This design comes from an exercise in tuning for small area, a short achievable clock period and few clock cycles per item on the open sky130 flow, not from production work. At most, simulation tests tie the RTL to the original design; equivalence was not proved. Power figures rest on the tool's default switching activity, not on a simulated workload.

run A:
==> flow/design.v (excerpt) <==
module axis_gain_wrapper #(
    parameter integer C_S_AXI_DATA_WIDTH = 32,
    parameter integer C_S_AXI_ADDR_WIDTH = 4,
    parameter integer AUDIO_WIDTH        = 16,
    parameter integer GAIN_FBITS         = 12
)(
    input  wire aclk,
    input  wire aresetn,
    input  wire [31:0] s_axis_tdata,
    input  wire        s_axis_tlast,
    input  wire        s_axis_tvalid,
    output wire        s_axis_tready,
    output wire [31:0] m_axis_tdata,
    output wire        m_axis_tlast,
    output wire        m_axis_tvalid,
    input  wire        m_axis_tready,
    input  wire [C_S_AXI_ADDR_WIDTH-1:0] s_axi_awaddr,
    input  wire                          s_axi_awvalid,
    output wire                          s_axi_awready,
    input  wire [C_S_AXI_DATA_WIDTH-1:0] s_axi_wdata,
    input  wire [3:0]                    s_axi_wstrb,
    input  wire                          s_axi_wvalid,
    output wire                          s_axi_wready,
    output wire [1:0]                    s_axi_bresp,
    output reg                           s_axi_bvalid,
    input  wire                          s_axi_bready,
    input  wire [C_S_AXI_ADDR_WIDTH-1:0] s_axi_araddr,
    input  wire                          s_axi_arvalid,
    output wire                          s_axi_arready,
    output reg  [C_S_AXI_DATA_WIDTH-1:0] s_axi_rdata,
    output wire [1:0]                    s_axi_rresp,
    output reg                           s_axi_rvalid,
    input  wire                          s_axi_rready
);
Size in the first run: ~160 I/O pins, ~22,000 sq um of cells after synthesis.
clock: 8.0 ns
lec_check: 0
abc_area: 1
cap_margin: 20
core_margin: 2
core_utilization: 40
cts_buf_list: sky130_fd_sc_hd__clkbuf_4 sky130_fd_sc_hd__clkbuf_8
setup_slack_margin: 4.3
slew_margin: 20
standard.sh (not shown) runs the stock make flow with config.mk's settings and CLKGATE_MAP_FILE= SYNTH_SCRIPT=/design/flow/synth_recipe.tcl, a recipe that flattens the netlist after the stock synthesis.
==> flow/flow/run.sh <==
#!/bin/bash
# Standard layout with two changes:
#  - the port buffers use the smallest buffer cell;
#  - m_axis_tready and s_axis_tready sit next to each other (flow/io.tcl);
#  - after the standard synthesis, flow/flip_fa.py removes inverters around
#    full adders (a full adder is self-dual, so some adders take the
#    complements of their inputs instead); registers are not touched.
# Each step's output goes to its own log file in this folder.
set -euo pipefail
export BUFFER_PORTS_ARGS="-buffer_cell sky130_fd_sc_hd__buf_1"
export IO_CONSTRAINTS="$PWD/flow/io.tcl"
RES=orfs/results/sky130hd/axis_gain_wrapper/base
bash standard.sh synth > synth_flow.log 2>&1
cp "$RES/1_2_yosys.v" synth_netlist_standard.v
python3 flow/flip_fa.py synth_netlist_standard.v "$RES/1_2_yosys.v" > flip_fa.log 2>&1
touch "$RES/1_2_yosys.v"
bash standard.sh > layout_flow.log 2>&1
Other scripts of this flow, unchanged in this note and not shown: flow/flow/flip_fa.py, flow/flow/io.tcl
Testbench counts of run A, summed over its fixed seeds: cycles 16,480, samples 16,384.
Input changes introduced in run B (baseline for comparison: run A):
diff --git a/flow/design.v b/flow/design.v
--- a/flow/design.v
+++ b/flow/design.v
@@ -516,35 +516,43 @@
     wire lgi4 = la[4] & lb[4];
     wire lpi4 = la[4] ^ lb[4];
     wire lgi5 = la[5] & lb[5];
     wire lpi5 = la[5] ^ lb[5];
     wire lgi6 = la[6] & lb[6];
     wire lpi6 = la[6] ^ lb[6];
     wire lgi7 = la[7] & lb[7];
     wire lpi7 = la[7] ^ lb[7];
+    wire lgi8 = la[8] & lb[8];
+    wire lpi8 = la[8] ^ lb[8];
+    wire lgi9 = la[9] & lb[9];
+    wire lpi9 = la[9] ^ lb[9];
     wire qgu0_1 = lgi1 | (lpi1 & lgi0);
     wire qgu0_3 = lgi3 | (lpi3 & lgi2);
     wire qpu0_3 = lpi3 & lpi2;
     wire qgu0_5 = lgi5 | (lpi5 & lgi4);
     wire qpu0_5 = lpi5 & lpi4;
     wire qgu0_7 = lgi7 | (lpi7 & lgi6);
     wire qpu0_7 = lpi7 & lpi6;
+    wire qgu0_9 = lgi9 | (lpi9 & lgi8);
+    wire qpu0_9 = lpi9 & lpi8;
     wire qgu1_3 = qgu0_3 | (qpu0_3 & qgu0_1);
     wire qgu1_7 = qgu0_7 | (qpu0_7 & qgu0_5);
     wire qpu1_7 = qpu0_7 & qpu0_5;
     wire qgu2_7 = qgu1_7 | (qpu1_7 & qgu1_3);
-    wire qgd4_5 = qgu0_5 | (qpu0_5 & qgu1_3);
-    wire qgd5_2 = lgi2 | (lpi2 & qgu0_1);
-    wire qgd5_4 = lgi4 | (lpi4 & qgu1_3);
-    wire qgd5_6 = lgi6 | (lpi6 & qgd4_5);
-    assign cin[0] = qgu2_7;
-    wire [3:0] lg = la[11:8] & lb[11:8];
-    wire [3:0] lp = la[11:8] ^ lb[11:8];
-    assign cin[1] = lg[3] | (lp[3] & lg[2]) | (lp[3] & lp[2] & lg[1]) | (lp[3] & lp[2] & lp[1] & lg[0]);
+    wire qgd6_5 = qgu0_5 | (qpu0_5 & qgu1_3);
+    wire qgd6_9 = qgu0_9 | (qpu0_9 & qgu2_7);
+    wire qgd7_2 = lgi2 | (lpi2 & qgu0_1);
+    wire qgd7_4 = lgi4 | (lpi4 & qgu1_3);
+    wire qgd7_6 = lgi6 | (lpi6 & qgd6_5);
+    wire qgd7_8 = lgi8 | (lpi8 & qgu2_7);
+    assign cin[0] = qgd6_9;
+    wire [1:0] lg = la[11:10] & lb[11:10];
+    wire [1:0] lp = la[11:10] ^ lb[11:10];
+    assign cin[1] = lg[1] | (lp[1] & lg[0]);
     assign cin[2] = &lp;
     assign ra = {1'b1, c224, c222, c220, c218, c216, c214, c212, c210, c208, c206, c204, c202, c200, c198, c196, c194, c192, c190, c188};
     assign rb = {1'b0, pp7_16, s223, s221, s219, s217, s215, s213, s211, s209, s207, s205, s203, s201, s199, s197, s195, s193, s191, s189};
 endmodule
 module gain_recode (
     input  wire [15:0] g,
     output wire [23:0] bg
 );
--- outcome ---
- Between run A and run B, the clock tree cell share of total cell area does not differ in any meaningful way.
- From run A to run B the numbers moved as follows: minimum period implied by the final worst setup slack went up; clock power did not really move; sum of routed wire length over all layers went down 780 um; critical path depth went down by 6.
- Of the two values seen for termination of the worst setup path, cil[1]$_DFFE_PP_ was produced by run A and s_axi_rdata[10] by run B.
- On cell area: between run A and run B, it ends up higher for run B.
- From run A to run B the numbers moved as follows: initial standard-cell utilization of the core neither gained nor lost much, worst-path maximum fanout picked up an extra 4, well-tap cell count picked up an extra 44.
No functional check of the RTL was part of run B.

==> port drivers added, routing unchanged <==
The flow's constraints put no driver on any port. The routed layouts listed below were extracted and timed again, unchanged, in two steps.
Step 1 (the two cells are an assumption about what drives the block):
set clk [get_ports {aclk}]
set_driving_cell -lib_cell sky130_fd_sc_hd__clkbuf_16 $clk
set_driving_cell -lib_cell sky130_fd_sc_hd__buf_2 [delete_from_list [all_inputs] $clk]
Step 2 adds t to the input delays and takes it off the output delays; t is the mean of the earliest and latest rising clock arrival at the registers after step 1. Input paths then give back, and output paths get back, about the clock's delay inside the block.
Three values: ideal, step 1, step 2; two values: the first two.
| run | shift t [ns] | setup WS [ns] | latest minus earliest clock arrival (ns) |
|---|---|---|---|
| run A | 0.697 | 4.244 / 4.244 / 4.244 | 0.041 / 0.041 |
| run B | 0.688 | 4.232 / 4.175 / 4.305 | 0.047 / 0.047 |
After both steps setup and hold are still met in every run listed.
